Background: an optimization exercise with open tools, aiming at small area. Do not read the settings as production practice.
In this exercise RTL edits were held to simulation tests only and were not proved equivalent to the original.

## flow/design.v (module list and top-level ports; edited modules follow where they fit)
// module mul24x12: 106 lines
// module fp_mul_fin: 11 lines
// module fp_add: 122 lines
// module fft_core: 81 lines
// module top_fft: 345 lines
module top_fft(clk
               ,rst_n
               ,ena_fft
               ,ena_mag
               ,data_rd_int_01
               ,data_rd_int_02
               ,data_rd_int_03
               ,data_rd_int_04
               ,data_rd_int_05
               ,data_rd_int_06
               ,data_w_real
               ,data_w_image
               ,wr_ena_int_01        
               ,wr_ena_int_02
               ,wr_ena_int_03
               ,wr_ena_int_04
               ,wr_ena_int_05
               ,wr_ena_int_06
               ,addr_mem_int_01
               ,addr_mem_int_02
               ,addr_mem_int_03
               ,addr_mem_int_04
               ,addr_mem_int_05
               ,addr_mem_int_06
               ,addr_input
               ,addr_w
               ,data_wr_int_01
               ,data_wr_int_02
               ,data_wr_int_03
               ,data_wr_int_04
               ,data_wr_int_05
               ,data_wr_int_06
               ,data_input
               ,stage_number
               ,max_point_fft
               ,max_point_fft_core
               );
  // ...
==> flow/flow/run.sh <==
#!/bin/bash
set -euo pipefail
bash standard.sh "BUFFER_PORTS_ARGS=-buffer_cell sky130_fd_sc_hd__buf_1" finish > layout.log 2>&1
==> flow/standard.sh <==
#!/bin/bash
# synth_recipe.tcl (not shown) runs the flow's synth.tcl, then flattens the netlist and writes it again
# the make line also repeats each setting of config.mk as NAME=value (left out here)
make -C /OpenROAD-flow-scripts/flow DESIGN_CONFIG=/design/flow/config.mk WORK_HOME=/design/flow/orfs CLKGATE_MAP_FILE= SYNTH_SCRIPT=/design/flow/synth_recipe.tcl "${@:-finish}"
==> flow/config.mk <==
export PLATFORM = sky130hd
export DESIGN_NAME = top_fft
export DESIGN_NICKNAME = top_fft
export VERILOG_FILES = /design/flow/design.v
export SDC_FILE = /design/flow/constraint.sdc
export NUM_CORES = 4
export LEC_CHECK = 0
export ABC_AREA = 1
export CAP_MARGIN = 20
export CORE_MARGIN = 2
export CORE_UTILIZATION = 30
export CTS_BUF_LIST = sky130_fd_sc_hd__clkbuf_4
export PLACE_DENSITY = 0.4
export SLEW_MARGIN = 20
==> flow/constraint.sdc <==
create_clock -name core_clock -period 30.0 [get_ports {clk}]
set_input_delay 6.0000 -clock core_clock [delete_from_list [all_inputs] [get_ports {clk}]]
set_output_delay 6.0000 -clock core_clock [all_outputs]
set_load 0.01 [all_outputs]
==> impl_metrics.py, run 1 <==
metrics = {
    "placed_design": {
        "place.port_buffers": 597,
        "gp_congestion": 0.908,
        "dpl_worst_slack_ns": 3.53,
        "dp_hpwl_microns": 112000,
    },
    "critical_path": {
        "r2r_end": "fft_core_01.q1i[30]",
        "cp.depth": 66,
        "r2r_cells": 71,
    },
    "logic_synthesis": {
        "synth_fa_ha_area_share_pct": 20.6,
        "yosysTopAreaCellShare_pct": 23.1,
        "synth_top_family_by_area": "simple AND/OR/NAND/NOR gates",
        "synth_compound_area_share_pct": 10.7,
        "synth_xor_xnor_area_share_pct": 1.87,
    },
    "drt": {
        "num_vias": 32751,
        "wirelength_microns": 139000,
        "drc_errors": 0,
        "viasPerCell": 4.82,
    },
    "timing": {
        "whs_ns": 0.368,
        "max_slew.worst_pin.slew_ns": 1.16,
    },
    "cts": {
        "clock_latency_ns": 1.03,
        "cts_resized": 0,
    },
    "final_layout": {
        "design.seq.count": 435,
        "multi_input_area_share_pct": 50.6,
        "clk_share_pct": 4.11,
    },
    "status": {
        "outcome": "no timing/DRC/antenna violations",
    },
    "die": {
        "die-area_sq_mm": 0.128,
    },
    "worst_hold_path": {
        "hold_path_class": "register to register",
    },
}
==> module mul24x12, before the edit <==
module mul24x12 (a, b, c, p);
input  [23:0] a;
input  [11:0] b;
input  [23:0] c;
output [35:0] p;
wire [23:0] s0  = c;
wire [23:0] k0  = 24'd0;
wire [23:0] x0  = a & {24{b[0]}};
wire [23:0] u0  = s0 ^ k0 ^ x0;
wire [23:0] k1  = (s0 & k0) | (s0 & x0) | (k0 & x0);
wire [23:0] s1  = {1'b0, u0[23:1]};
wire [23:0] x1  = a & {24{b[1]}};
wire [23:0] u1  = s1 ^ k1 ^ x1;
wire [23:0] k2  = (s1 & k1) | (s1 & x1) | (k1 & x1);
wire [23:0] s2  = {1'b0, u1[23:1]};
wire [23:0] x2  = a & {24{b[2]}};
wire [23:0] u2  = s2 ^ k2 ^ x2;
wire [23:0] k3  = (s2 & k2) | (s2 & x2) | (k2 & x2);
wire [23:0] s3  = {1'b0, u2[23:1]};
wire [23:0] x3  = a & {24{b[3]}};
wire [23:0] u3  = s3 ^ k3 ^ x3;
wire [23:0] k4  = (s3 & k3) | (s3 & x3) | (k3 & x3);
wire [23:0] s4  = {1'b0, u3[23:1]};
wire [23:0] x4  = a & {24{b[4]}};
wire [23:0] u4  = s4 ^ k4 ^ x4;
wire [23:0] k5  = (s4 & k4) | (s4 & x4) | (k4 & x4);
wire [23:0] s5  = {1'b0, u4[23:1]};
wire [23:0] x5  = a & {24{b[5]}};
wire [23:0] u5  = s5 ^ k5 ^ x5;
wire [23:0] k6  = (s5 & k5) | (s5 & x5) | (k5 & x5);
wire [23:0] s6  = {1'b0, u5[23:1]};
wire [23:0] x6  = a & {24{b[6]}};
wire [23:0] u6  = s6 ^ k6 ^ x6;
wire [23:0] k7  = (s6 & k6) | (s6 & x6) | (k6 & x6);
wire [23:0] s7  = {1'b0, u6[23:1]};
wire [23:0] x7  = a & {24{b[7]}};
wire [23:0] u7  = s7 ^ k7 ^ x7;
wire [23:0] k8  = (s7 & k7) | (s7 & x7) | (k7 & x7);
wire [23:0] s8  = {1'b0, u7[23:1]};
wire [23:0] x8  = a & {24{b[8]}};
wire [23:0] u8  = s8 ^ k8 ^ x8;
wire [23:0] k9  = (s8 & k8) | (s8 & x8) | (k8 & x8);
wire [23:0] s9  = {1'b0, u8[23:1]};
wire [23:0] x9  = a & {24{b[9]}};
wire [23:0] u9  = s9 ^ k9 ^ x9;
wire [23:0] k10 = (s9 & k9) | (s9 & x9) | (k9 & x9);
wire [23:0] s10 = {1'b0, u9[23:1]};
wire [23:0] x10 = a & {24{b[10]}};
wire [23:0] u10 = s10 ^ k10 ^ x10;
wire [23:0] k11 = (s10 & k10) | (s10 & x10) | (k10 & x10);
wire [23:0] s11 = {1'b0, u10[23:1]};
wire [23:0] x11 = a & {24{b[11]}};
wire [23:0] u11 = s11 ^ k11 ^ x11;
wire [23:0] k12 = (s11 & k11) | (s11 & x11) | (k11 & x11);
wire [23:0] s12 = {1'b0, u11[23:1]};
assign p[11:0] = {u11[0], u10[0], u9[0], u8[0], u7[0], u6[0], u5[0], u4[0], u3[0], u2[0], u1[0], u0[0]};
wire fa_c0 = 1'b0;
assign p[12+0] = s12[0] ^ k12[0] ^ fa_c0;
wire fa_c1 = (s12[0] & k12[0]) | ((s12[0] | k12[0]) & fa_c0);
assign p[12+1] = s12[1] ^ k12[1] ^ fa_c1;
wire fa_c2 = (s12[1] & k12[1]) | ((s12[1] | k12[1]) & fa_c1);
assign p[12+2] = s12[2] ^ k12[2] ^ fa_c2;
wire fa_c3 = (s12[2] & k12[2]) | ((s12[2] | k12[2]) & fa_c2);
assign p[12+3] = s12[3] ^ k12[3] ^ fa_c3;
wire fa_c4 = (s12[3] & k12[3]) | ((s12[3] | k12[3]) & fa_c3);
assign p[12+4] = s12[4] ^ k12[4] ^ fa_c4;
wire fa_c5 = (s12[4] & k12[4]) | ((s12[4] | k12[4]) & fa_c4);
assign p[12+5] = s12[5] ^ k12[5] ^ fa_c5;
wire fa_c6 = (s12[5] & k12[5]) | ((s12[5] | k12[5]) & fa_c5);
assign p[12+6] = s12[6] ^ k12[6] ^ fa_c6;
wire fa_c7 = (s12[6] & k12[6]) | ((s12[6] | k12[6]) & fa_c6);
assign p[12+7] = s12[7] ^ k12[7] ^ fa_c7;
wire fa_c8 = (s12[7] & k12[7]) | ((s12[7] | k12[7]) & fa_c7);
assign p[12+8] = s12[8] ^ k12[8] ^ fa_c8;
wire fa_c9 = (s12[8] & k12[8]) | ((s12[8] | k12[8]) & fa_c8);
assign p[12+9] = s12[9] ^ k12[9] ^ fa_c9;
wire fa_c10 = (s12[9] & k12[9]) | ((s12[9] | k12[9]) & fa_c9);
assign p[12+10] = s12[10] ^ k12[10] ^ fa_c10;
wire fa_c11 = (s12[10] & k12[10]) | ((s12[10] | k12[10]) & fa_c10);
assign p[12+11] = s12[11] ^ k12[11] ^ fa_c11;
wire fa_c12 = (s12[11] & k12[11]) | ((s12[11] | k12[11]) & fa_c11);
assign p[12+12] = s12[12] ^ k12[12] ^ fa_c12;
wire fa_c13 = (s12[12] & k12[12]) | ((s12[12] | k12[12]) & fa_c12);
assign p[12+13] = s12[13] ^ k12[13] ^ fa_c13;
wire fa_c14 = (s12[13] & k12[13]) | ((s12[13] | k12[13]) & fa_c13);
assign p[12+14] = s12[14] ^ k12[14] ^ fa_c14;
wire fa_c15 = (s12[14] & k12[14]) | ((s12[14] | k12[14]) & fa_c14);
assign p[12+15] = s12[15] ^ k12[15] ^ fa_c15;
wire fa_c16 = (s12[15] & k12[15]) | ((s12[15] | k12[15]) & fa_c15);
assign p[12+16] = s12[16] ^ k12[16] ^ fa_c16;
wire fa_c17 = (s12[16] & k12[16]) | ((s12[16] | k12[16]) & fa_c16);
assign p[12+17] = s12[17] ^ k12[17] ^ fa_c17;
wire fa_c18 = (s12[17] & k12[17]) | ((s12[17] | k12[17]) & fa_c17);
assign p[12+18] = s12[18] ^ k12[18] ^ fa_c18;
wire fa_c19 = (s12[18] & k12[18]) | ((s12[18] | k12[18]) & fa_c18);
assign p[12+19] = s12[19] ^ k12[19] ^ fa_c19;
wire fa_c20 = (s12[19] & k12[19]) | ((s12[19] | k12[19]) & fa_c19);
assign p[12+20] = s12[20] ^ k12[20] ^ fa_c20;
wire fa_c21 = (s12[20] & k12[20]) | ((s12[20] | k12[20]) & fa_c20);
assign p[12+21] = s12[21] ^ k12[21] ^ fa_c21;
wire fa_c22 = (s12[21] & k12[21]) | ((s12[21] | k12[21]) & fa_c21);
assign p[12+22] = s12[22] ^ k12[22] ^ fa_c22;
wire fa_c23 = (s12[22] & k12[22]) | ((s12[22] | k12[22]) & fa_c22);
assign p[12+23] = s12[23] ^ k12[23] ^ fa_c23;
wire fa_c24 = (s12[23] & k12[23]) | ((s12[23] | k12[23]) & fa_c23);
endmodule
==> inputs of run 2 (changes only) <==
--- a/flow/design.v
+++ b/flow/design.v
@@ -3,106 +3,634 @@
 input  [11:0] b;
 input  [23:0] c;
 output [35:0] p;
-wire [23:0] s0  = c;
-wire [23:0] k0  = 24'd0;
-wire [23:0] x0  = a & {24{b[0]}};
-wire [23:0] u0  = s0 ^ k0 ^ x0;
-wire [23:0] k1  = (s0 & k0) | (s0 & x0) | (k0 & x0);
-wire [23:0] s1  = {1'b0, u0[23:1]};
-wire [23:0] x1  = a & {24{b[1]}};
-wire [23:0] u1  = s1 ^ k1 ^ x1;
-wire [23:0] k2  = (s1 & k1) | (s1 & x1) | (k1 & x1);
-wire [23:0] s2  = {1'b0, u1[23:1]};
-wire [23:0] x2  = a & {24{b[2]}};
-wire [23:0] u2  = s2 ^ k2 ^ x2;
-wire [23:0] k3  = (s2 & k2) | (s2 & x2) | (k2 & x2);
-wire [23:0] s3  = {1'b0, u2[23:1]};
-wire [23:0] x3  = a & {24{b[3]}};
-wire [23:0] u3  = s3 ^ k3 ^ x3;
-wire [23:0] k4  = (s3 & k3) | (s3 & x3) | (k3 & x3);
-wire [23:0] s4  = {1'b0, u3[23:1]};
-wire [23:0] x4  = a & {24{b[4]}};
-wire [23:0] u4  = s4 ^ k4 ^ x4;
-wire [23:0] k5  = (s4 & k4) | (s4 & x4) | (k4 & x4);
-wire [23:0] s5  = {1'b0, u4[23:1]};
-wire [23:0] x5  = a & {24{b[5]}};
-wire [23:0] u5  = s5 ^ k5 ^ x5;
-wire [23:0] k6  = (s5 & k5) | (s5 & x5) | (k5 & x5);
-wire [23:0] s6  = {1'b0, u5[23:1]};
-wire [23:0] x6  = a & {24{b[6]}};
-wire [23:0] u6  = s6 ^ k6 ^ x6;
-wire [23:0] k7  = (s6 & k6) | (s6 & x6) | (k6 & x6);
-wire [23:0] s7  = {1'b0, u6[23:1]};
-wire [23:0] x7  = a & {24{b[7]}};
-wire [23:0] u7  = s7 ^ k7 ^ x7;
-wire [23:0] k8  = (s7 & k7) | (s7 & x7) | (k7 & x7);
-wire [23:0] s8  = {1'b0, u7[23:1]};
-wire [23:0] x8  = a & {24{b[8]}};
-wire [23:0] u8  = s8 ^ k8 ^ x8;
-wire [23:0] k9  = (s8 & k8) | (s8 & x8) | (k8 & x8);
-wire [23:0] s9  = {1'b0, u8[23:1]};
-wire [23:0] x9  = a & {24{b[9]}};
-wire [23:0] u9  = s9 ^ k9 ^ x9;
-wire [23:0] k10 = (s9 & k9) | (s9 & x9) | (k9 & x9);
-wire [23:0] s10 = {1'b0, u9[23:1]};
-wire [23:0] x10 = a & {24{b[10]}};
-wire [23:0] u10 = s10 ^ k10 ^ x10;
-wire [23:0] k11 = (s10 & k10) | (s10 & x10) | (k10 & x10);
-wire [23:0] s11 = {1'b0, u10[23:1]};
-wire [23:0] x11 = a & {24{b[11]}};
-wire [23:0] u11 = s11 ^ k11 ^ x11;
-wire [23:0] k12 = (s11 & k11) | (s11 & x11) | (k11 & x11);
-wire [23:0] s12 = {1'b0, u11[23:1]};
-assign p[11:0] = {u11[0], u10[0], u9[0], u8[0], u7[0], u6[0], u5[0], u4[0], u3[0], u2[0], u1[0], u0[0]};
-wire fa_c0 = 1'b0;
-assign p[12+0] = s12[0] ^ k12[0] ^ fa_c0;
-wire fa_c1 = (s12[0] & k12[0]) | ((s12[0] | k12[0]) & fa_c0);
-assign p[12+1] = s12[1] ^ k12[1] ^ fa_c1;
-wire fa_c2 = (s12[1] & k12[1]) | ((s12[1] | k12[1]) & fa_c1);
-assign p[12+2] = s12[2] ^ k12[2] ^ fa_c2;
-wire fa_c3 = (s12[2] & k12[2]) | ((s12[2] | k12[2]) & fa_c2);
-assign p[12+3] = s12[3] ^ k12[3] ^ fa_c3;
-wire fa_c4 = (s12[3] & k12[3]) | ((s12[3] | k12[3]) & fa_c3);
-assign p[12+4] = s12[4] ^ k12[4] ^ fa_c4;
-wire fa_c5 = (s12[4] & k12[4]) | ((s12[4] | k12[4]) & fa_c4);
-assign p[12+5] = s12[5] ^ k12[5] ^ fa_c5;
-wire fa_c6 = (s12[5] & k12[5]) | ((s12[5] | k12[5]) & fa_c5);
-assign p[12+6] = s12[6] ^ k12[6] ^ fa_c6;
-wire fa_c7 = (s12[6] & k12[6]) | ((s12[6] | k12[6]) & fa_c6);
-assign p[12+7] = s12[7] ^ k12[7] ^ fa_c7;
-wire fa_c8 = (s12[7] & k12[7]) | ((s12[7] | k12[7]) & fa_c7);
-assign p[12+8] = s12[8] ^ k12[8] ^ fa_c8;
-wire fa_c9 = (s12[8] & k12[8]) | ((s12[8] | k12[8]) & fa_c8);
-assign p[12+9] = s12[9] ^ k12[9] ^ fa_c9;
-wire fa_c10 = (s12[9] & k12[9]) | ((s12[9] | k12[9]) & fa_c9);
-assign p[12+10] = s12[10] ^ k12[10] ^ fa_c10;
-wire fa_c11 = (s12[10] & k12[10]) | ((s12[10] | k12[10]) & fa_c10);
-assign p[12+11] = s12[11] ^ k12[11] ^ fa_c11;
-wire fa_c12 = (s12[11] & k12[11]) | ((s12[11] | k12[11]) & fa_c11);
-assign p[12+12] = s12[12] ^ k12[12] ^ fa_c12;
-wire fa_c13 = (s12[12] & k12[12]) | ((s12[12] | k12[12]) & fa_c12);
-assign p[12+13] = s12[13] ^ k12[13] ^ fa_c13;
-wire fa_c14 = (s12[13] & k12[13]) | ((s12[13] | k12[13]) & fa_c13);
-assign p[12+14] = s12[14] ^ k12[14] ^ fa_c14;
-wire fa_c15 = (s12[14] & k12[14]) | ((s12[14] | k12[14]) & fa_c14);
-assign p[12+15] = s12[15] ^ k12[15] ^ fa_c15;
-wire fa_c16 = (s12[15] & k12[15]) | ((s12[15] | k12[15]) & fa_c15);
-assign p[12+16] = s12[16] ^ k12[16] ^ fa_c16;
-wire fa_c17 = (s12[16] & k12[16]) | ((s12[16] | k12[16]) & fa_c16);
-assign p[12+17] = s12[17] ^ k12[17] ^ fa_c17;
-wire fa_c18 = (s12[17] & k12[17]) | ((s12[17] | k12[17]) & fa_c17);
-assign p[12+18] = s12[18] ^ k12[18] ^ fa_c18;
-wire fa_c19 = (s12[18] & k12[18]) | ((s12[18] | k12[18]) & fa_c18);
-assign p[12+19] = s12[19] ^ k12[19] ^ fa_c19;
-wire fa_c20 = (s12[19] & k12[19]) | ((s12[19] | k12[19]) & fa_c19);
-assign p[12+20] = s12[20] ^ k12[20] ^ fa_c20;
-wire fa_c21 = (s12[20] & k12[20]) | ((s12[20] | k12[20]) & fa_c20);
-assign p[12+21] = s12[21] ^ k12[21] ^ fa_c21;
-wire fa_c22 = (s12[21] & k12[21]) | ((s12[21] | k12[21]) & fa_c21);
-assign p[12+22] = s12[22] ^ k12[22] ^ fa_c22;
-wire fa_c23 = (s12[22] & k12[22]) | ((s12[22] | k12[22]) & fa_c22);
-assign p[12+23] = s12[23] ^ k12[23] ^ fa_c23;
-wire fa_c24 = (s12[23] & k12[23]) | ((s12[23] | k12[23]) & fa_c23);
+wire n1 = b[1];
+wire n2 = b[0] ^ 1'b0;
+wire n3 = (b[1] & ~b[0] & ~1'b0) | (~b[1] & b[0] & 1'b0);
+wire n4 = ((n2 & a[0])) ^ n1;
+wire n5 = ((n2 & a[1]) | (n3 & a[0])) ^ n1;
+wire n6 = ((n2 & a[2]) | (n3 & a[1])) ^ n1;
+wire n7 = ((n2 & a[3]) | (n3 & a[2])) ^ n1;
+wire n8 = ((n2 & a[4]) | (n3 & a[3])) ^ n1;
+wire n9 = ((n2 & a[5]) | (n3 & a[4])) ^ n1;
+wire n10 = ((n2 & a[6]) | (n3 & a[5])) ^ n1;
+wire n11 = ((n2 & a[7]) | (n3 & a[6])) ^ n1;
+wire n12 = ((n2 & a[8]) | (n3 & a[7])) ^ n1;
+wire n13 = ((n2 & a[9]) | (n3 & a[8])) ^ n1;
+wire n14 = ((n2 & a[10]) | (n3 & a[9])) ^ n1;
+wire n15 = ((n2 & a[11]) | (n3 & a[10])) ^ n1;
+wire n16 = ((n2 & a[12]) | (n3 & a[11])) ^ n1;
+wire n17 = ((n2 & a[13]) | (n3 & a[12])) ^ n1;
+wire n18 = ((n2 & a[14]) | (n3 & a[13])) ^ n1;
+wire n19 = ((n2 & a[15]) | (n3 & a[14])) ^ n1;
+wire n20 = ((n2 & a[16]) | (n3 & a[15])) ^ n1;
+wire n21 = ((n2 & a[17]) | (n3 & a[16])) ^ n1;
+wire n22 = ((n2 & a[18]) | (n3 & a[17])) ^ n1;
+wire n23 = ((n2 & a[19]) | (n3 & a[18])) ^ n1;
+wire n24 = ((n2 & a[20]) | (n3 & a[19])) ^ n1;
+wire n25 = ((n2 & a[21]) | (n3 & a[20])) ^ n1;
+wire n26 = ((n2 & a[22]) | (n3 & a[21])) ^ n1;
+wire n27 = ((n2 & a[23]) | (n3 & a[22])) ^ n1;
+wire n28 = ((n3 & a[23])) ^ n1;
+wire n29 = ~n1;
+wire n30 = b[3];
+wire n31 = b[2] ^ b[1];
+wire n32 = (b[3] & ~b[2] & ~b[1]) | (~b[3] & b[2] & b[1]);
+wire n33 = ((n31 & a[0])) ^ n30;
+wire n34 = ((n31 & a[1]) | (n32 & a[0])) ^ n30;
+wire n35 = ((n31 & a[2]) | (n32 & a[1])) ^ n30;
+wire n36 = ((n31 & a[3]) | (n32 & a[2])) ^ n30;
+wire n37 = ((n31 & a[4]) | (n32 & a[3])) ^ n30;
+wire n38 = ((n31 & a[5]) | (n32 & a[4])) ^ n30;
+wire n39 = ((n31 & a[6]) | (n32 & a[5])) ^ n30;
+wire n40 = ((n31 & a[7]) | (n32 & a[6])) ^ n30;
+wire n41 = ((n31 & a[8]) | (n32 & a[7])) ^ n30;
+wire n42 = ((n31 & a[9]) | (n32 & a[8])) ^ n30;
+wire n43 = ((n31 & a[10]) | (n32 & a[9])) ^ n30;
+wire n44 = ((n31 & a[11]) | (n32 & a[10])) ^ n30;
+wire n45 = ((n31 & a[12]) | (n32 & a[11])) ^ n30;
+wire n46 = ((n31 & a[13]) | (n32 & a[12])) ^ n30;
+wire n47 = ((n31 & a[14]) | (n32 & a[13])) ^ n30;
+wire n48 = ((n31 & a[15]) | (n32 & a[14])) ^ n30;
+wire n49 = ((n31 & a[16]) | (n32 & a[15])) ^ n30;
+wire n50 = ((n31 & a[17]) | (n32 & a[16])) ^ n30;
+wire n51 = ((n31 & a[18]) | (n32 & a[17])) ^ n30;
+wire n52 = ((n31 & a[19]) | (n32 & a[18])) ^ n30;
+wire n53 = ((n31 & a[20]) | (n32 & a[19])) ^ n30;
+wire n54 = ((n31 & a[21]) | (n32 & a[20])) ^ n30;
+wire n55 = ((n31 & a[22]) | (n32 & a[21])) ^ n30;
+wire n56 = ((n31 & a[23]) | (n32 & a[22])) ^ n30;
+wire n57 = ((n32 & a[23])) ^ n30;
+wire n58 = ~n30;
+wire n59 = b[5];
+wire n60 = b[4] ^ b[3];
+wire n61 = (b[5] & ~b[4] & ~b[3]) | (~b[5] & b[4] & b[3]);
+wire n62 = ((n60 & a[0])) ^ n59;
+wire n63 = ((n60 & a[1]) | (n61 & a[0])) ^ n59;
+wire n64 = ((n60 & a[2]) | (n61 & a[1])) ^ n59;
+wire n65 = ((n60 & a[3]) | (n61 & a[2])) ^ n59;
+wire n66 = ((n60 & a[4]) | (n61 & a[3])) ^ n59;
+wire n67 = ((n60 & a[5]) | (n61 & a[4])) ^ n59;
+wire n68 = ((n60 & a[6]) | (n61 & a[5])) ^ n59;
+wire n69 = ((n60 & a[7]) | (n61 & a[6])) ^ n59;
+wire n70 = ((n60 & a[8]) | (n61 & a[7])) ^ n59;
+wire n71 = ((n60 & a[9]) | (n61 & a[8])) ^ n59;
+wire n72 = ((n60 & a[10]) | (n61 & a[9])) ^ n59;
+wire n73 = ((n60 & a[11]) | (n61 & a[10])) ^ n59;
+wire n74 = ((n60 & a[12]) | (n61 & a[11])) ^ n59;
+wire n75 = ((n60 & a[13]) | (n61 & a[12])) ^ n59;
+wire n76 = ((n60 & a[14]) | (n61 & a[13])) ^ n59;
+wire n77 = ((n60 & a[15]) | (n61 & a[14])) ^ n59;
+wire n78 = ((n60 & a[16]) | (n61 & a[15])) ^ n59;
+wire n79 = ((n60 & a[17]) | (n61 & a[16])) ^ n59;
+wire n80 = ((n60 & a[18]) | (n61 & a[17])) ^ n59;
+wire n81 = ((n60 & a[19]) | (n61 & a[18])) ^ n59;
+wire n82 = ((n60 & a[20]) | (n61 & a[19])) ^ n59;
+wire n83 = ((n60 & a[21]) | (n61 & a[20])) ^ n59;
+wire n84 = ((n60 & a[22]) | (n61 & a[21])) ^ n59;
+wire n85 = ((n60 & a[23]) | (n61 & a[22])) ^ n59;
+wire n86 = ((n61 & a[23])) ^ n59;
+wire n87 = ~n59;
+wire n88 = b[7];
+wire n89 = b[6] ^ b[5];
+wire n90 = (b[7] & ~b[6] & ~b[5]) | (~b[7] & b[6] & b[5]);
+wire n91 = ((n89 & a[0])) ^ n88;
+wire n92 = ((n89 & a[1]) | (n90 & a[0])) ^ n88;
+wire n93 = ((n89 & a[2]) | (n90 & a[1])) ^ n88;
+wire n94 = ((n89 & a[3]) | (n90 & a[2])) ^ n88;
+wire n95 = ((n89 & a[4]) | (n90 & a[3])) ^ n88;
+wire n96 = ((n89 & a[5]) | (n90 & a[4])) ^ n88;
+wire n97 = ((n89 & a[6]) | (n90 & a[5])) ^ n88;
+wire n98 = ((n89 & a[7]) | (n90 & a[6])) ^ n88;
+wire n99 = ((n89 & a[8]) | (n90 & a[7])) ^ n88;
+wire n100 = ((n89 & a[9]) | (n90 & a[8])) ^ n88;
+wire n101 = ((n89 & a[10]) | (n90 & a[9])) ^ n88;
+wire n102 = ((n89 & a[11]) | (n90 & a[10])) ^ n88;
+wire n103 = ((n89 & a[12]) | (n90 & a[11])) ^ n88;
+wire n104 = ((n89 & a[13]) | (n90 & a[12])) ^ n88;
+wire n105 = ((n89 & a[14]) | (n90 & a[13])) ^ n88;
+wire n106 = ((n89 & a[15]) | (n90 & a[14])) ^ n88;
+wire n107 = ((n89 & a[16]) | (n90 & a[15])) ^ n88;
+wire n108 = ((n89 & a[17]) | (n90 & a[16])) ^ n88;
+wire n109 = ((n89 & a[18]) | (n90 & a[17])) ^ n88;
+wire n110 = ((n89 & a[19]) | (n90 & a[18])) ^ n88;
+wire n111 = ((n89 & a[20]) | (n90 & a[19])) ^ n88;
+wire n112 = ((n89 & a[21]) | (n90 & a[20])) ^ n88;
+wire n113 = ((n89 & a[22]) | (n90 & a[21])) ^ n88;
+wire n114 = ((n89 & a[23]) | (n90 & a[22])) ^ n88;
+wire n115 = ((n90 & a[23])) ^ n88;
+wire n116 = ~n88;
+wire n117 = b[9];
+wire n118 = b[8] ^ b[7];
+wire n119 = (b[9] & ~b[8] & ~b[7]) | (~b[9] & b[8] & b[7]);
+wire n120 = ((n118 & a[0])) ^ n117;
+wire n121 = ((n118 & a[1]) | (n119 & a[0])) ^ n117;
+wire n122 = ((n118 & a[2]) | (n119 & a[1])) ^ n117;
+wire n123 = ((n118 & a[3]) | (n119 & a[2])) ^ n117;
+wire n124 = ((n118 & a[4]) | (n119 & a[3])) ^ n117;
+wire n125 = ((n118 & a[5]) | (n119 & a[4])) ^ n117;
+wire n126 = ((n118 & a[6]) | (n119 & a[5])) ^ n117;
+wire n127 = ((n118 & a[7]) | (n119 & a[6])) ^ n117;
+wire n128 = ((n118 & a[8]) | (n119 & a[7])) ^ n117;
+wire n129 = ((n118 & a[9]) | (n119 & a[8])) ^ n117;
+wire n130 = ((n118 & a[10]) | (n119 & a[9])) ^ n117;
+wire n131 = ((n118 & a[11]) | (n119 & a[10])) ^ n117;
+wire n132 = ((n118 & a[12]) | (n119 & a[11])) ^ n117;
+wire n133 = ((n118 & a[13]) | (n119 & a[12])) ^ n117;
+wire n134 = ((n118 & a[14]) | (n119 & a[13])) ^ n117;
+wire n135 = ((n118 & a[15]) | (n119 & a[14])) ^ n117;
+wire n136 = ((n118 & a[16]) | (n119 & a[15])) ^ n117;
+wire n137 = ((n118 & a[17]) | (n119 & a[16])) ^ n117;
+wire n138 = ((n118 & a[18]) | (n119 & a[17])) ^ n117;
+wire n139 = ((n118 & a[19]) | (n119 & a[18])) ^ n117;
+wire n140 = ((n118 & a[20]) | (n119 & a[19])) ^ n117;
+wire n141 = ((n118 & a[21]) | (n119 & a[20])) ^ n117;
+wire n142 = ((n118 & a[22]) | (n119 & a[21])) ^ n117;
+wire n143 = ((n118 & a[23]) | (n119 & a[22])) ^ n117;
+wire n144 = ((n119 & a[23])) ^ n117;
+wire n145 = ~n117;
+wire n146 = b[11];
+wire n147 = b[10] ^ b[9];
+wire n148 = (b[11] & ~b[10] & ~b[9]) | (~b[11] & b[10] & b[9]);
+wire n149 = ((n147 & a[0])) ^ n146;
+wire n150 = ((n147 & a[1]) | (n148 & a[0])) ^ n146;
+wire n151 = ((n147 & a[2]) | (n148 & a[1])) ^ n146;
+wire n152 = ((n147 & a[3]) | (n148 & a[2])) ^ n146;
+wire n153 = ((n147 & a[4]) | (n148 & a[3])) ^ n146;
+wire n154 = ((n147 & a[5]) | (n148 & a[4])) ^ n146;
+wire n155 = ((n147 & a[6]) | (n148 & a[5])) ^ n146;
+wire n156 = ((n147 & a[7]) | (n148 & a[6])) ^ n146;
+wire n157 = ((n147 & a[8]) | (n148 & a[7])) ^ n146;
+wire n158 = ((n147 & a[9]) | (n148 & a[8])) ^ n146;
+wire n159 = ((n147 & a[10]) | (n148 & a[9])) ^ n146;
+wire n160 = ((n147 & a[11]) | (n148 & a[10])) ^ n146;
+wire n161 = ((n147 & a[12]) | (n148 & a[11])) ^ n146;
+wire n162 = ((n147 & a[13]) | (n148 & a[12])) ^ n146;
+wire n163 = ((n147 & a[14]) | (n148 & a[13])) ^ n146;
+wire n164 = ((n147 & a[15]) | (n148 & a[14])) ^ n146;
+wire n165 = ((n147 & a[16]) | (n148 & a[15])) ^ n146;
+wire n166 = ((n147 & a[17]) | (n148 & a[16])) ^ n146;
+wire n167 = ((n147 & a[18]) | (n148 & a[17])) ^ n146;
+wire n168 = ((n147 & a[19]) | (n148 & a[18])) ^ n146;
+wire n169 = ((n147 & a[20]) | (n148 & a[19])) ^ n146;
+wire n170 = ((n147 & a[21]) | (n148 & a[20])) ^ n146;
+wire n171 = ((n147 & a[22]) | (n148 & a[21])) ^ n146;
+wire n172 = ((n147 & a[23]) | (n148 & a[22])) ^ n146;
+wire n173 = ((n148 & a[23])) ^ n146;
+wire n174 = ~n146;
+wire n175 = a[0] & b[11];
+wire n176 = a[1] & b[11];
+wire n177 = a[2] & b[11];
+wire n178 = a[3] & b[11];
+wire n179 = a[4] & b[11];
+wire n180 = a[5] & b[11];
+wire n181 = a[6] & b[11];
+wire n182 = a[7] & b[11];
+wire n183 = a[8] & b[11];
+wire n184 = a[9] & b[11];
+wire n185 = a[10] & b[11];
+wire n186 = a[11] & b[11];
+wire n187 = a[12] & b[11];
+wire n188 = a[13] & b[11];
+wire n189 = a[14] & b[11];
+wire n190 = a[15] & b[11];
+wire n191 = a[16] & b[11];
+wire n192 = a[17] & b[11];
+wire n193 = a[18] & b[11];
+wire n194 = a[19] & b[11];
+wire n195 = a[20] & b[11];
+wire n196 = a[21] & b[11];
+wire n197 = a[22] & b[11];
+wire n198 = a[23] & b[11];
+wire n199 = n12 ^ n39;
+wire n200 = n12 & n39;
+wire n201 = n13 ^ n40;
+wire n202 = n13 & n40;
+wire n203 = n14 ^ n41 ^ n68;
+wire n204 = (n14 & n41) | ((n14 | n41) & n68);
+wire n205 = n95 ^ n122;
+wire n206 = n95 & n122;
+wire n207 = n15 ^ n42 ^ n69;
+wire n208 = (n15 & n42) | ((n15 | n42) & n69);
+wire n209 = n96 ^ n123;
+wire n210 = n96 & n123;
+wire n211 = n16 ^ n43 ^ n70;
+wire n212 = (n16 & n43) | ((n16 | n43) & n70);
+wire n213 = n97 ^ n124 ^ n151;
+wire n214 = (n97 & n124) | ((n97 | n124) & n151);
+wire n215 = n17 ^ n44 ^ n71;
+wire n216 = (n17 & n44) | ((n17 | n44) & n71);
+wire n217 = n98 ^ n125 ^ n152;
+wire n218 = (n98 & n125) | ((n98 | n125) & n152);
+wire n219 = n18 ^ n45 ^ n72;
+wire n220 = (n18 & n45) | ((n18 | n45) & n72);
+wire n221 = n99 ^ n126 ^ n153;
+wire n222 = (n99 & n126) | ((n99 | n126) & n153);
+wire n223 = n19 ^ n46 ^ n73;
+wire n224 = (n19 & n46) | ((n19 | n46) & n73);
+wire n225 = n100 ^ n127 ^ n154;
+wire n226 = (n100 & n127) | ((n100 | n127) & n154);
+wire n227 = n20 ^ n47 ^ n74;
+wire n228 = (n20 & n47) | ((n20 | n47) & n74);
+wire n229 = n101 ^ n128 ^ n155;
+wire n230 = (n101 & n128) | ((n101 | n128) & n155);
+wire n231 = n21 ^ n48 ^ n75;
+wire n232 = (n21 & n48) | ((n21 | n48) & n75);
+wire n233 = n102 ^ n129 ^ n156;
+wire n234 = (n102 & n129) | ((n102 | n129) & n156);
+wire n235 = n22 ^ n49 ^ n76;
+wire n236 = (n22 & n49) | ((n22 | n49) & n76);
+wire n237 = n103 ^ n130 ^ n157;
+wire n238 = (n103 & n130) | ((n103 | n130) & n157);
+wire n239 = n23 ^ n50 ^ n77;
+wire n240 = (n23 & n50) | ((n23 | n50) & n77);
+wire n241 = n104 ^ n131 ^ n158;
+wire n242 = (n104 & n131) | ((n104 | n131) & n158);
+wire n243 = n24 ^ n51 ^ n78;
+wire n244 = (n24 & n51) | ((n24 | n51) & n78);
+wire n245 = n105 ^ n132 ^ n159;
+wire n246 = (n105 & n132) | ((n105 | n132) & n159);
+wire n247 = n25 ^ n52 ^ n79;
+wire n248 = (n25 & n52) | ((n25 | n52) & n79);
+wire n249 = n106 ^ n133 ^ n160;
+wire n250 = (n106 & n133) | ((n106 | n133) & n160);
+wire n251 = n26 ^ n53 ^ n80;
+wire n252 = (n26 & n53) | ((n26 | n53) & n80);
+wire n253 = n107 ^ n134 ^ n161;
+wire n254 = (n107 & n134) | ((n107 | n134) & n161);
+wire n255 = n27 ^ n54 ^ n81;
+wire n256 = (n27 & n54) | ((n27 | n54) & n81);
+wire n257 = n108 ^ n135 ^ n162;
+wire n258 = (n108 & n135) | ((n108 | n135) & n162);
+wire n259 = n28 ^ n55 ^ n82;
+wire n260 = (n28 & n55) | ((n28 | n55) & n82);
+wire n261 = n109 ^ n136;
+wire n262 = n109 & n136;
+wire n263 = n29 ^ n56 ^ n83;
+wire n264 = (n29 & n56) | ((n29 | n56) & n83);
+wire n265 = n110 ^ n137 ^ n164;
+wire n266 = (n110 & n137) | ((n110 | n137) & n164);
+wire n267 = n57 ^ n84 ^ n111;
+wire n268 = (n57 & n84) | ((n57 | n84) & n111);
+wire n269 = n138 ^ n165;
+wire n270 = n138 & n165;
+wire n271 = n58 ^ n85 ^ n112;
+wire n272 = (n58 & n85) | ((n58 | n85) & n112);
+wire n273 = n86 ^ n113;
+wire n274 = n86 & n113;
+wire n275 = n8 ^ n35;
+wire n276 = n8 & n35;
+wire n277 = n9 ^ n36;
+wire n278 = n9 & n36;
+wire n279 = n10 ^ n37 ^ n64;
+wire n280 = (n10 & n37) | ((n10 | n37) & n64);
+wire n281 = n91 ^ n88;
+wire n282 = n91 & n88;
+wire n283 = n11 ^ n38 ^ n65;
+wire n284 = (n11 & n38) | ((n11 | n38) & n65);
+wire n285 = n92 ^ c[7];
+wire n286 = n92 & c[7];
+wire n287 = n199 ^ n66 ^ n93;
+wire n288 = (n199 & n66) | ((n199 | n66) & n93);
+wire n289 = n120 ^ n117 ^ c[8];
+wire n290 = (n120 & n117) | (n120 & c[8]) | (n117 & c[8]);
+wire n291 = n200 ^ n201 ^ n67;
+wire n292 = (n200 & n201) | ((n200 | n201) & n67);
+wire n293 = n94 ^ n121 ^ c[9];
+wire n294 = (n94 & n121) | (n94 & c[9]) | (n121 & c[9]);
+wire n295 = n202 ^ n203 ^ n205;
+wire n296 = (n202 & n203) | ((n202 | n203) & n205);
+wire n297 = n149 ^ n146 ^ c[10];
+wire n298 = (n149 & n146) | (n149 & c[10]) | (n146 & c[10]);
+wire n299 = n204 ^ n206 ^ n207;
+wire n300 = (n204 & n206) | ((n204 | n206) & n207);
+wire n301 = n209 ^ n150 ^ c[11];
+wire n302 = (n209 & n150) | (n209 & c[11]) | (n150 & c[11]);
+wire n303 = n208 ^ n210 ^ n211;
+wire n304 = (n208 & n210) | ((n208 | n210) & n211);
+wire n305 = n213 ^ n175 ^ c[12];
+wire n306 = (n213 & n175) | (n213 & c[12]) | (n175 & c[12]);
+wire n307 = n212 ^ n214 ^ n215;
+wire n308 = (n212 & n214) | ((n212 | n214) & n215);
+wire n309 = n217 ^ n176 ^ c[13];
+wire n310 = (n217 & n176) | (n217 & c[13]) | (n176 & c[13]);
+wire n311 = n216 ^ n218 ^ n219;
+wire n312 = (n216 & n218) | ((n216 | n218) & n219);
+wire n313 = n221 ^ n177 ^ c[14];
+wire n314 = (n221 & n177) | (n221 & c[14]) | (n177 & c[14]);
+wire n315 = n220 ^ n222 ^ n223;
+wire n316 = (n220 & n222) | ((n220 | n222) & n223);
+wire n317 = n225 ^ n178 ^ c[15];
+wire n318 = (n225 & n178) | (n225 & c[15]) | (n178 & c[15]);
+wire n319 = n224 ^ n226 ^ n227;
+wire n320 = (n224 & n226) | ((n224 | n226) & n227);
+wire n321 = n229 ^ n179 ^ c[16];
+wire n322 = (n229 & n179) | (n229 & c[16]) | (n179 & c[16]);
+wire n323 = n228 ^ n230 ^ n231;
+wire n324 = (n228 & n230) | ((n228 | n230) & n231);
+wire n325 = n233 ^ n180 ^ c[17];
+wire n326 = (n233 & n180) | (n233 & c[17]) | (n180 & c[17]);
+wire n327 = n232 ^ n234 ^ n235;
+wire n328 = (n232 & n234) | ((n232 | n234) & n235);
+wire n329 = n237 ^ n181 ^ c[18];
+wire n330 = (n237 & n181) | (n237 & c[18]) | (n181 & c[18]);
+wire n331 = n236 ^ n238 ^ n239;
+wire n332 = (n236 & n238) | ((n236 | n238) & n239);
+wire n333 = n241 ^ n182 ^ c[19];
+wire n334 = (n241 & n182) | (n241 & c[19]) | (n182 & c[19]);
+wire n335 = n240 ^ n242 ^ n243;
+wire n336 = (n240 & n242) | ((n240 | n242) & n243);
+wire n337 = n245 ^ n183 ^ c[20];
+wire n338 = (n245 & n183) | (n245 & c[20]) | (n183 & c[20]);
+wire n339 = n244 ^ n246 ^ n247;
+wire n340 = (n244 & n246) | ((n244 | n246) & n247);
+wire n341 = n249 ^ n184 ^ c[21];
+wire n342 = (n249 & n184) | (n249 & c[21]) | (n184 & c[21]);
+wire n343 = n248 ^ n250 ^ n251;
+wire n344 = (n248 & n250) | ((n248 | n250) & n251);
+wire n345 = n253 ^ n185 ^ c[22];
+wire n346 = (n253 & n185) | (n253 & c[22]) | (n185 & c[22]);
+wire n347 = n252 ^ n254 ^ n255;
+wire n348 = (n252 & n254) | ((n252 | n254) & n255);
+wire n349 = n257 ^ n186 ^ c[23];
+wire n350 = (n257 & n186) | (n257 & c[23]) | (n186 & c[23]);
+wire n351 = n256 ^ n258 ^ n259;
+wire n352 = (n256 & n258) | ((n256 | n258) & n259);
+wire n353 = n261 ^ n163 ^ n187;
+wire n354 = (n261 & n163) | ((n261 | n163) & n187);
+wire n355 = n260 ^ n262 ^ n263;
+wire n356 = (n260 & n262) | ((n260 | n262) & n263);
+wire n357 = n265 ^ n188 ^ 1'b1;
+wire n358 = (n265 & n188) | (n265 & 1'b1) | (n188 & 1'b1);
+wire n359 = n264 ^ n266 ^ n267;
+wire n360 = (n264 & n266) | ((n264 | n266) & n267);
+wire n361 = n269 ^ n189 ^ 1'b1;
+wire n362 = (n269 & n189) | (n269 & 1'b1) | (n189 & 1'b1);
+wire n363 = n268 ^ n270 ^ n271;
+wire n364 = (n268 & n270) | ((n268 | n270) & n271);
+wire n365 = n139 ^ n166 ^ n190;
+wire n366 = (n139 & n166) | ((n139 | n166) & n190);
+wire n367 = n272 ^ n273 ^ n140;
+wire n368 = (n272 & n273) | ((n272 | n273) & n140);
+wire n369 = n167 ^ n191 ^ 1'b1;
+wire n370 = (n167 & n191) | (n167 & 1'b1) | (n191 & 1'b1);
+wire n371 = n274 ^ n87 ^ n114;
+wire n372 = (n274 & n87) | ((n274 | n87) & n114);
+wire n373 = n141 ^ n168 ^ n192;
+wire n374 = (n141 & n168) | ((n141 | n168) & n192);
+wire n375 = n115 ^ n142 ^ n169;
+wire n376 = (n115 & n142) | ((n115 | n142) & n169);
+wire n377 = n193 ^ 1'b1;
+wire n378 = n193 & 1'b1;
+wire n379 = n116 ^ n143 ^ n170;
+wire n380 = (n116 & n143) | ((n116 | n143) & n170);
+wire n381 = n144 ^ n171;
+wire n382 = n144 & n171;
+wire n383 = n6 ^ n33;
+wire n384 = n6 & n33;
+wire n385 = n7 ^ n34;
+wire n386 = n7 & n34;
+wire n387 = n275 ^ n62 ^ n59;
+wire n388 = (n275 & n62) | ((n275 | n62) & n59);
+wire n389 = n276 ^ n277 ^ n63;
+wire n390 = (n276 & n277) | ((n276 | n277) & n63);
+wire n391 = n278 ^ n279 ^ n281;
+wire n392 = (n278 & n279) | ((n278 | n279) & n281);
+wire n393 = n280 ^ n282 ^ n283;
+wire n394 = (n280 & n282) | ((n280 | n282) & n283);
+wire n395 = n284 ^ n286 ^ n287;
+wire n396 = (n284 & n286) | ((n284 | n286) & n287);
+wire n397 = n288 ^ n290 ^ n291;
+wire n398 = (n288 & n290) | ((n288 | n290) & n291);
+wire n399 = n292 ^ n294 ^ n295;
+wire n400 = (n292 & n294) | ((n292 | n294) & n295);
+wire n401 = n296 ^ n298 ^ n299;
+wire n402 = (n296 & n298) | ((n296 | n298) & n299);
+wire n403 = n300 ^ n302 ^ n303;
+wire n404 = (n300 & n302) | ((n300 | n302) & n303);
+wire n405 = n304 ^ n306 ^ n307;
+wire n406 = (n304 & n306) | ((n304 | n306) & n307);
+wire n407 = n308 ^ n310 ^ n311;
+wire n408 = (n308 & n310) | ((n308 | n310) & n311);
+wire n409 = n312 ^ n314 ^ n315;
+wire n410 = (n312 & n314) | ((n312 | n314) & n315);
+wire n411 = n316 ^ n318 ^ n319;
+wire n412 = (n316 & n318) | ((n316 | n318) & n319);
+wire n413 = n320 ^ n322 ^ n323;
+wire n414 = (n320 & n322) | ((n320 | n322) & n323);
+wire n415 = n324 ^ n326 ^ n327;
+wire n416 = (n324 & n326) | ((n324 | n326) & n327);
+wire n417 = n328 ^ n330 ^ n331;
+wire n418 = (n328 & n330) | ((n328 | n330) & n331);
+wire n419 = n332 ^ n334 ^ n335;
+wire n420 = (n332 & n334) | ((n332 | n334) & n335);
+wire n421 = n336 ^ n338 ^ n339;
+wire n422 = (n336 & n338) | ((n336 | n338) & n339);
+wire n423 = n340 ^ n342 ^ n343;
+wire n424 = (n340 & n342) | ((n340 | n342) & n343);
+wire n425 = n344 ^ n346 ^ n347;
+wire n426 = (n344 & n346) | ((n344 | n346) & n347);
+wire n427 = n348 ^ n350 ^ n351;
+wire n428 = (n348 & n350) | ((n348 | n350) & n351);
+wire n429 = n352 ^ n354 ^ n355;
+wire n430 = (n352 & n354) | ((n352 | n354) & n355);
+wire n431 = n356 ^ n358 ^ n359;
+wire n432 = (n356 & n358) | ((n356 | n358) & n359);
+wire n433 = n360 ^ n362 ^ n363;
+wire n434 = (n360 & n362) | ((n360 | n362) & n363);
+wire n435 = n364 ^ n366 ^ n367;
+wire n436 = (n364 & n366) | ((n364 | n366) & n367);
+wire n437 = n368 ^ n370 ^ n371;
+wire n438 = (n368 & n370) | ((n368 | n370) & n371);
+wire n439 = n372 ^ n374 ^ n375;
+wire n440 = (n372 & n374) | ((n372 | n374) & n375);
+wire n441 = n376 ^ n378 ^ n379;
+wire n442 = (n376 & n378) | ((n376 | n378) & n379);
+wire n443 = n380 ^ n381 ^ n195;
+wire n444 = (n380 & n381) | ((n380 | n381) & n195);
+wire n445 = n382 ^ n145 ^ n172;
+wire n446 = (n382 & n145) | ((n382 | n145) & n172);
+wire n447 = n173 ^ n197;
+wire n448 = n173 & n197;
+wire n449 = n4 ^ n1;
+wire n450 = n4 & n1;
+wire n451 = n5 ^ c[1];
+wire n452 = n5 & c[1];
+wire n453 = n383 ^ n30 ^ c[2];
+wire n454 = (n383 & n30) | (n383 & c[2]) | (n30 & c[2]);
+wire n455 = n384 ^ n385 ^ c[3];
+wire n456 = (n384 & n385) | (n384 & c[3]) | (n385 & c[3]);
+wire n457 = n386 ^ n387 ^ c[4];
+wire n458 = (n386 & n387) | (n386 & c[4]) | (n387 & c[4]);
+wire n459 = n388 ^ n389 ^ c[5];
+wire n460 = (n388 & n389) | (n388 & c[5]) | (n389 & c[5]);
+wire n461 = n390 ^ n391 ^ c[6];
+wire n462 = (n390 & n391) | (n390 & c[6]) | (n391 & c[6]);
+wire n463 = n392 ^ n393 ^ n285;
+wire n464 = (n392 & n393) | ((n392 | n393) & n285);
+wire n465 = n394 ^ n395 ^ n289;
+wire n466 = (n394 & n395) | ((n394 | n395) & n289);
+wire n467 = n396 ^ n397 ^ n293;
+wire n468 = (n396 & n397) | ((n396 | n397) & n293);
+wire n469 = n398 ^ n399 ^ n297;
+wire n470 = (n398 & n399) | ((n398 | n399) & n297);
+wire n471 = n400 ^ n401 ^ n301;
+wire n472 = (n400 & n401) | ((n400 | n401) & n301);
+wire n473 = n402 ^ n403 ^ n305;
+wire n474 = (n402 & n403) | ((n402 | n403) & n305);
+wire n475 = n404 ^ n405 ^ n309;
+wire n476 = (n404 & n405) | ((n404 | n405) & n309);
+wire n477 = n406 ^ n407 ^ n313;
+wire n478 = (n406 & n407) | ((n406 | n407) & n313);
+wire n479 = n408 ^ n409 ^ n317;
+wire n480 = (n408 & n409) | ((n408 | n409) & n317);
+wire n481 = n410 ^ n411 ^ n321;
+wire n482 = (n410 & n411) | ((n410 | n411) & n321);
+wire n483 = n412 ^ n413 ^ n325;
+wire n484 = (n412 & n413) | ((n412 | n413) & n325);
+wire n485 = n414 ^ n415 ^ n329;
+wire n486 = (n414 & n415) | ((n414 | n415) & n329);
+wire n487 = n416 ^ n417 ^ n333;
+wire n488 = (n416 & n417) | ((n416 | n417) & n333);
+wire n489 = n418 ^ n419 ^ n337;
+wire n490 = (n418 & n419) | ((n418 | n419) & n337);
+wire n491 = n420 ^ n421 ^ n341;
+wire n492 = (n420 & n421) | ((n420 | n421) & n341);
+wire n493 = n422 ^ n423 ^ n345;
+wire n494 = (n422 & n423) | ((n422 | n423) & n345);
+wire n495 = n424 ^ n425 ^ n349;
+wire n496 = (n424 & n425) | ((n424 | n425) & n349);
+wire n497 = n426 ^ n427 ^ n353;
+wire n498 = (n426 & n427) | ((n426 | n427) & n353);
+wire n499 = n428 ^ n429 ^ n357;
+wire n500 = (n428 & n429) | ((n428 | n429) & n357);
+wire n501 = n430 ^ n431 ^ n361;
+wire n502 = (n430 & n431) | ((n430 | n431) & n361);
+wire n503 = n432 ^ n433 ^ n365;
+wire n504 = (n432 & n433) | ((n432 | n433) & n365);
+wire n505 = n434 ^ n435 ^ n369;
+wire n506 = (n434 & n435) | ((n434 | n435) & n369);
+wire n507 = n436 ^ n437 ^ n373;
+wire n508 = (n436 & n437) | ((n436 | n437) & n373);
+wire n509 = n438 ^ n439 ^ n377;
+wire n510 = (n438 & n439) | ((n438 | n439) & n377);
+wire n511 = n440 ^ n441 ^ n194;
+wire n512 = (n440 & n441) | ((n440 | n441) & n194);
+wire n513 = n442 ^ n443 ^ 1'b1;
+wire n514 = (n442 & n443) | (n442 & 1'b1) | (n443 & 1'b1);
+wire n515 = n444 ^ n445 ^ n196;
+wire n516 = (n444 & n445) | ((n444 | n445) & n196);
+wire n517 = n446 ^ n447 ^ 1'b1;
+wire n518 = (n446 & n447) | (n446 & 1'b1) | (n447 & 1'b1);
+wire n519 = n448 ^ n174 ^ n198;
+wire n520 = (n448 & n174) | ((n448 | n174) & n198);
+wire n521 = n449 ^ c[0];
+wire n522 = n449 & c[0];
+wire n523 = n450 ^ n451 ^ n522;
+wire n524 = (n450 & n451) | ((n450 | n451) & n522);
+wire n525 = n452 ^ n453 ^ n524;
+wire n526 = (n452 & n453) | ((n452 | n453) & n524);
+wire n527 = n454 ^ n455 ^ n526;
+wire n528 = (n454 & n455) | ((n454 | n455) & n526);
+wire n529 = n456 ^ n457 ^ n528;
+wire n530 = (n456 & n457) | ((n456 | n457) & n528);
+wire n531 = n458 ^ n459 ^ n530;
+wire n532 = (n458 & n459) | ((n458 | n459) & n530);
+wire n533 = n460 ^ n461 ^ n532;
+wire n534 = (n460 & n461) | ((n460 | n461) & n532);
+wire n535 = n462 ^ n463 ^ n534;
+wire n536 = (n462 & n463) | ((n462 | n463) & n534);
+wire n537 = n464 ^ n465 ^ n536;
+wire n538 = (n464 & n465) | ((n464 | n465) & n536);
+wire n539 = n466 ^ n467 ^ n538;
+wire n540 = (n466 & n467) | ((n466 | n467) & n538);
+wire n541 = n468 ^ n469 ^ n540;
+wire n542 = (n468 & n469) | ((n468 | n469) & n540);
+wire n543 = n470 ^ n471 ^ n542;
+wire n544 = (n470 & n471) | ((n470 | n471) & n542);
+wire n545 = n472 ^ n473 ^ n544;
+wire n546 = (n472 & n473) | ((n472 | n473) & n544);
+wire n547 = n474 ^ n475 ^ n546;
+wire n548 = (n474 & n475) | ((n474 | n475) & n546);
+wire n549 = n476 ^ n477 ^ n548;
+wire n550 = (n476 & n477) | ((n476 | n477) & n548);
+wire n551 = n478 ^ n479 ^ n550;
+wire n552 = (n478 & n479) | ((n478 | n479) & n550);
+wire n553 = n480 ^ n481 ^ n552;
+wire n554 = (n480 & n481) | ((n480 | n481) & n552);
+wire n555 = n482 ^ n483 ^ n554;
+wire n556 = (n482 & n483) | ((n482 | n483) & n554);
+wire n557 = n484 ^ n485 ^ n556;
+wire n558 = (n484 & n485) | ((n484 | n485) & n556);
+wire n559 = n486 ^ n487 ^ n558;
+wire n560 = (n486 & n487) | ((n486 | n487) & n558);
+wire n561 = n488 ^ n489 ^ n560;
+wire n562 = (n488 & n489) | ((n488 | n489) & n560);
+wire n563 = n490 ^ n491 ^ n562;
+wire n564 = (n490 & n491) | ((n490 | n491) & n562);
+wire n565 = n492 ^ n493 ^ n564;
+wire n566 = (n492 & n493) | ((n492 | n493) & n564);
+wire n567 = n494 ^ n495 ^ n566;
+wire n568 = (n494 & n495) | ((n494 | n495) & n566);
+wire n569 = n496 ^ n497 ^ n568;
+wire n570 = (n496 & n497) | ((n496 | n497) & n568);
+wire n571 = n498 ^ n499 ^ n570;
+wire n572 = (n498 & n499) | ((n498 | n499) & n570);
+wire n573 = n500 ^ n501 ^ n572;
+wire n574 = (n500 & n501) | ((n500 | n501) & n572);
+wire n575 = n502 ^ n503 ^ n574;
+wire n576 = (n502 & n503) | ((n502 | n503) & n574);
+wire n577 = n504 ^ n505 ^ n576;
+wire n578 = (n504 & n505) | ((n504 | n505) & n576);
+wire n579 = n506 ^ n507 ^ n578;
+wire n580 = (n506 & n507) | ((n506 | n507) & n578);
+wire n581 = n508 ^ n509 ^ n580;
+wire n582 = (n508 & n509) | ((n508 | n509) & n580);
+wire n583 = n510 ^ n511 ^ n582;
+wire n584 = (n510 & n511) | ((n510 | n511) & n582);
+wire n585 = n512 ^ n513 ^ n584;
+wire n586 = (n512 & n513) | ((n512 | n513) & n584);
+wire n587 = n514 ^ n515 ^ n586;
+wire n588 = (n514 & n515) | ((n514 | n515) & n586);
+wire n589 = n516 ^ n517 ^ n588;
+wire n590 = (n516 & n517) | ((n516 | n517) & n588);
+wire n591 = n518 ^ n519 ^ n590;
+wire n592 = (n518 & n519) | ((n518 | n519) & n590);
+assign p[0] = n521;
+assign p[1] = n523;
+assign p[2] = n525;
+assign p[3] = n527;
+assign p[4] = n529;
+assign p[5] = n531;
+assign p[6] = n533;
+assign p[7] = n535;
+assign p[8] = n537;
+assign p[9] = n539;
+assign p[10] = n541;
+assign p[11] = n543;
+assign p[12] = n545;
+assign p[13] = n547;
+assign p[14] = n549;
+assign p[15] = n551;
+assign p[16] = n553;
+assign p[17] = n555;
+assign p[18] = n557;
+assign p[19] = n559;
+assign p[20] = n561;
+assign p[21] = n563;
+assign p[22] = n565;
+assign p[23] = n567;
+assign p[24] = n569;
+assign p[25] = n571;
+assign p[26] = n573;
+assign p[27] = n575;
+assign p[28] = n577;
+assign p[29] = n579;
+assign p[30] = n581;
+assign p[31] = n583;
+assign p[32] = n585;
+assign p[33] = n587;
+assign p[34] = n589;
+assign p[35] = n591;
 endmodule
 module fp_mul_fin (x, y, p, z);
 input  [31:0] x;
--- a/flow/config.mk
+++ b/flow/config.mk
@@ -6,9 +6,9 @@
 export NUM_CORES = 4
 export LEC_CHECK = 0
 export ABC_AREA = 1
-export CAP_MARGIN = 20
+export CAP_MARGIN = 0
 export CORE_MARGIN = 2
 export CORE_UTILIZATION = 30
 export CTS_BUF_LIST = sky130_fd_sc_hd__clkbuf_4
 export PLACE_DENSITY = 0.4
-export SLEW_MARGIN = 20
+export SLEW_MARGIN = 0
==> impl_metrics.py, run 2 <==
metrics = {
    "logic_synthesis": {
        "yosysWarnings": 2,
        "synth_flop_cell": "edfxtp_1",
        "synthArstFlopShare_pct": 16.1,
        "syn_area_sq_mm": 0.0364,
        "yosys.area_share.simple_pct": 20.3,
        "synth_mux_area_share_pct": 1.39,
        "synth_top_family_by_area": "simple AND/OR/NAND/NOR gates",
        "synth.avg_cell_area_sq_um": 7.98,
        "synth_compound_area_share_pct": 13.4,
        "syn_inst": 4564,
        "synth-edff-count": 288,
        "yosysSeqAreaShare_pct": 32.8,
        "synthTopCellsByCount": "nand2_1 (991), inv_1 (535), o21ai_0 (300)",
        "synth.distinct_cells": 64,
        "synth_area_leaders": "edfxtp_1 (24%), fa_1 (11%), nand2_1 (10%)",
        "yosysTopAreaCellShare_pct": 23.7,
        "synth_seq_cells": 435,
        "synth.most_common_cell": "nand2_1",
        "synth_area_leader_cell": "edfxtp_1",
        "synth_fa_ha_area_share_pct": 14.7,
        "synth_xor_xnor_area_share_pct": 5.34,
    },
    "drt": {
        "wirelength_microns": 143000,
        "ant_nets": 0,
        "firstDrtPassIters": 6,
        "drc_errors": 0,
        "num_vias": 32719,
        "viasPerCell": 4.89,
        "post_drt_wl_per_cell_microns": 21.3,
        "drt_iter0_drc": 2347,
    },
    "grt": {
        "grt_usage_pct": 22.4,
        "antenna_found_initial": 12,
        "grt_pass1_vias": 31592,
        "grt_first_pass_wirelength_microns": 208000,
        "grt_max_degree": 93,
        "grt-ovfl-total": 0,
    },
    "final_layout": {
        "area_growth_pct": 12.2,
        "seq_area_sq_mm": 0.0119,
        "layout_common_cells": "nand2_1 (988), buf_1 (596), inv_1 (534), o21ai_0 (290), edfxtp_1 (288)",
        "fill_cells": 12915,
        "num-nets-final": 5602,
        "design_area_sq_mm": 0.0409,
        "drive_above_1_share_pct": 9.47,
        "layout_commonest_cell": "nand2_1",
        "multi_input_area_sq_mm": 0.0203,
    },
    "die": {
        "die-area_sq_mm": 0.124,
        "num_io_pins": 618,
        "num_rows": 127,
        "die_w_microns": 352,
        "fp.dieH_microns": 352,
        "core-area_sq_mm": 0.120,
        "initial_core_util_pct": 30.3,
    },
    "critical_path": {
        "critPathCaptureType": "register",
        "worstSetupPathType": "input port to register",
        "max_stage_delay_ns": 0.68,
        "worstPathArrival_ns": 25.68,
        "cp-start-kind": "input port",
        "reg2reg_slack_ns": 7.95,
        "path_max_fanout": 92,
        "crit_path_top_delay_cell": "buf_4",
        "required_ns": 30.68,
        "crit_top_cell": "nand2_1",
    },
    "timing": {
        "finalHoldViolations": 0,
        "slew_headroom_pct": 15.6,
        "tns_ns": 0,
        "finalMaxSlewViolations": 0,
        "max_slew.worst_pin.slew_ns": 1.25,
        "setup_viol": 0,
        "post-route-period-util_pct": 83.3,
        "skew_ns": 0.0826,
        "rsz0062_at_grt": "no",
        "period_minus_slack_ns": 25.00,
        "clock.fmax_ghz": 0.0400,
    },
    "status": {
        "outcome": "no timing/DRC/antenna violations",
    },
    "placed_design": {
        "gp_congestion": 0.908,
        "placed_cell_area_sq_mm": 0.0392,
        "dp_hpwl_microns": 111000,
        "place.port_buffers": 597,
    },
    "cts": {
        "cts_max_path_buffers": 3,
        "clock_latency_ns": 0.99,
        "clk_pin_slew_ns": 0.06,
        "cts_tree": "yes",
        "cts_setup_buffers": 0,
        "clock_sinks": 435,
        "h-tree-depth": 4,
        "ctsHoldBuffers": 0,
        "cts-root-buf": "clkbuf_4",
        "cts_inserted_buffers": 131,
        "cts_resized": 0,
    },
    "run": {
        "drv_cap": 0,
    },
    "worst_hold_path": {
        "hold_path_class": "register to register",
    },
}
## run 2: final timing paths
check / start / end / depth (start not counted)
worst min-delay path: fft_core_01.q2i[0] / fft_core_01.q3i[0] / 0
max in group asynchronous: rst_n / c[7] / 2
worst max register to register: phase[0] / fft_core_01.q1i[30] / 119
worst max-delay path: data_rd_int_04[1] / fft_core_01.q1i[30] / 115
min in group asynchronous: rst_n / w9 / 2
worst min register to register: fft_core_01.q2i[0] / fft_core_01.q3i[0] / 0
## run 2: final cells by class
class,count,area share (%)
Clock inverter,34,0.548
Timing Repair Buffer,677,6.96
Multi-Input combinational cell,3166,49.6
Antenna cell,8,0.0490
Clock buffer,198,3.64
Tap cell,1612,4.93
Sequential cell,435,29.2
Inverter,556,5.12
## run 2: per-layer routing
metal | up-vias | track usage, % | share of wire, %
li1 | 15808 | - | -
met1 | 15696 | 31.7 | 47
met2 | 1028 | 35.2 | 45
met3 | 185 | 3.54 | 5.5
met4 | 2 | 6.25 | 2.5
met5 | - | 0 | 0.0091
## run 2: metrics by stage
stage	std cells	hold slack (ns)	setup slack, ns	utilization (%)
2_1_floorplan	4567	0.400	7.92	-
3_3_place_gp	6446	0.400	4.17	32.6
3_5_place_dp	6446	0.405	4.14	32.6
4_1_cts	6678	0.369	5.18	34.0
5_1_grt	6684	0.392	3.39	34.0
6_report	6686	0.378	5.00	34.0
## run 2: logic make-up after synthesis
| logic type | count (synthesis) |
|---|---|
| mux | 48 |
| xor+xnor | 222 |
| compound gates | 851 |
| simple gates | 1728 |
| fa+ha+maj | 313 |
| buf+inv | 966 |
| other cells | 1 |
| flops | 435 |
## run 2: critical path, delay by kind of cell
| kind | cells | cell delay (ns) |
|---|---|---|
| AO/OA/AOI/OAI | 9 | 2.12 |
| buffers and inverters | 13 | 2.33 |
| XOR/XNOR | 2 | 0.29 |
| adder cells (fa/ha/maj) | 25 | 7.66 |
| AND/OR/NAND/NOR | 66 | 7.20 |
==> inputs of run 3 (changes only) <==
--- a/flow/config.mk
+++ b/flow/config.mk
@@ -6,9 +6,9 @@
 export NUM_CORES = 4
 export LEC_CHECK = 0
 export ABC_AREA = 1
-export CAP_MARGIN = 0
+export CAP_MARGIN = 20
 export CORE_MARGIN = 2
 export CORE_UTILIZATION = 30
 export CTS_BUF_LIST = sky130_fd_sc_hd__clkbuf_4
 export PLACE_DENSITY = 0.4
-export SLEW_MARGIN = 0
+export SLEW_MARGIN = 20
==> impl_metrics.py, run 3 <==
metrics = {
    "drt": {
        "post_drt_wl_per_cell_microns": 21.3,
        "drc_errors": 0,
        "firstDrtPassIters": 8,
        "num_vias": 32685,
    },
    "grt": {
        "grt_usage_pct": 22.4,
        "grt_pass1_vias": 31593,
        "antenna_found_initial": 12,
        "grt_first_pass_wirelength_microns": 208000,
        "grt_max_degree": 93,
        "grt-ovfl-total": 0,
    },
    "die": {
        "fp.dieH_microns": 352,
        "die-area_sq_mm": 0.124,
        "core-area_sq_mm": 0.120,
        "num_io_pins": 618,
        "die_w_microns": 352,
        "num_rows": 127,
    },
    "worst_hold_path": {
        "hold_path_class": "register to register",
    },
    "critical_path": {
        "worstPathArrival_ns": 25.71,
        "path_max_fanout": 92,
        "max_stage_delay_ns": 0.68,
        "cp-start-kind": "input port",
        "worstSetupPathType": "input port to register",
        "cp_top_family": "adder cells",
    },
    "final_layout": {
        "num-nets-final": 5604,
        "layout_common_cells": "nand2_1 (988), buf_1 (596), inv_1 (534), edfxtp_1 (288), o21ai_0 (287)",
        "fill_cells": 12913,
        "multi_input_area_sq_mm": 0.0203,
        "instances_no_fill": 6689,
        "drive_above_1_share_pct": 9.51,
        "area_growth_pct": 12.4,
        "seq_area_sq_mm": 0.0119,
    },
    "logic_synthesis": {
        "synth_area_leader_cell": "edfxtp_1",
        "synth.distinct_cells": 64,
        "yosysTopAreaCellShare_pct": 23.7,
        "synth.most_common_cell": "nand2_1",
        "synth_seq_cells": 435,
        "synth.avg_cell_area_sq_um": 7.98,
        "yosysWarnings": 2,
        "syn_inst": 4564,
        "synth_flop_cell": "edfxtp_1",
        "synth-edff-count": 288,
        "yosysSeqAreaShare_pct": 32.8,
    },
    "cts": {
        "cts_tree": "yes",
        "clock_latency_ns": 1.00,
        "cts_resized": 0,
        "clock_sinks": 435,
        "cts_inserted_buffers": 131,
        "cts-root-buf": "clkbuf_4",
    },
    "placed_design": {
        "dp_hpwl_microns": 111000,
        "place.port_buffers": 597,
        "gp_congestion": 0.908,
        "dp_cells": 6446,
    },
    "timing": {
        "period_minus_slack_ns": 24.90,
        "slew_headroom_pct": 25.7,
        "finalMaxSlewViolations": 0,
        "post-route-period-util_pct": 83.0,
        "skew_ns": 0.0832,
        "tns_ns": 0,
        "clock.fmax_ghz": 0.0402,
        "rsz0062_at_grt": "no",
        "max_slew.worst_pin.slew_ns": 1.12,
        "finalHoldViolations": 0,
    },
    "run": {
        "drv_cap": 0,
    },
    "status": {
        "outcome": "no timing/DRC/antenna violations",
    },
}
## run 3: changes by cell type in the layout (fill, tap and decap cells not counted), sizes merged
| cell | change |
|---|---|
| buf | +2 |
| diode | +1 |
## run 3: metal layers
metal  part of all wire (%)  track usage [%]  vias up
li1                       -                -    15811
met1                     47             31.7    15582
met2                     45             35.2     1106
met3                    5.8             3.56      184
met4                    2.5             6.25        2
met5                 0.0091                0        -
## run 3: worst paths after layout
| path | end | slack [ns] | cells past startpoint | startpoint |
|---|---|---|---|---|
| max in group asynchronous | phase[1] | 24.34 | 3 | rst_n |
| worst max-delay path | fft_core_01.q1i[30] | 5.10 | 115 | data_rd_int_04[1] |
| worst max register to register | fft_core_01.q1i[30] | 8.07 | 119 | phase[0] |
| worst min-delay path | fft_core_01.q3i[0] | 0.38 | 0 | fft_core_01.q2i[0] |
| min in group asynchronous | w9 | 5.03 | 2 | rst_n |
| worst min register to register | fft_core_01.q3i[0] | 0.38 | 0 | fft_core_01.q2i[0] |
## run 3: metrics by stage
stage | cell area, sq um | worst slack [ns] | util, % | hold WS, ns
after floorplan | 36400 | 7.92 | - | 0.400
after global placement | 39200 | 4.17 | 32.6 | 0.400
after detailed placement | 39200 | 4.33 | 32.6 | 0.405
after global routing | 40900 | 3.55 | 34.1 | 0.392
after CTS | 40900 | 5.36 | 34.0 | 0.369
final | 40900 | 5.10 | 34.1 | 0.379
## run 3: logic make-up after synthesis
| logic type | after synthesis | synth area share [%] |
|---|---|---|
| flops | 435 | 32.8 |
| compound gates | 851 | 13.4 |
| buf+inv | 966 | 12.0 |
| fa+ha+maj | 313 | 14.7 |
| mux | 48 | 1.39 |
| simple gates | 1728 | 20.3 |
| other cells | 1 | 0.0103 |
| xor+xnor | 222 | 5.34 |
## run 3: cell type report
class	count	area share [%]
tap	1612	4.93
clock buffer	198	3.63
timing repair buffer	679	7.05
sequential	435	29.2
antenna	9	0.0550
inverter	556	5.11
multi-input combinational	3166	49.5
clock inverter	34	0.547

-- separate check: timing with driven ports --
In the flow no input, the clock included, has a driving cell. The finished layouts below were timed again as built, in two steps. Step 1 assumes that a clkbuf_16 drives the clock port and a buf_2 every other input. Step 2 also shifts input and output timing later by t, the mid clock arrival at the registers, as if the neighbouring blocks saw the same clock. Three values: ideal, step 1, step 2; two values: the first two.
run	shift t [ns]	setup slack, ns	clock arrival spread, ns	pins driven straight from the clock port
run 1	1.049	4.959 / 4.997 / 3.948	0.099 / 0.100	1
run 2	1.014	5.000 / 5.038 / 4.023	0.083 / 0.083	1
run 3	1.020	5.100 / 5.138 / 4.118	0.084 / 0.083	1
After both steps setup and hold are still met in every run listed. For run 1, which loses most, drivers alone change the setup slack by +0.038 ns; drivers and shift together by -1.011 ns.
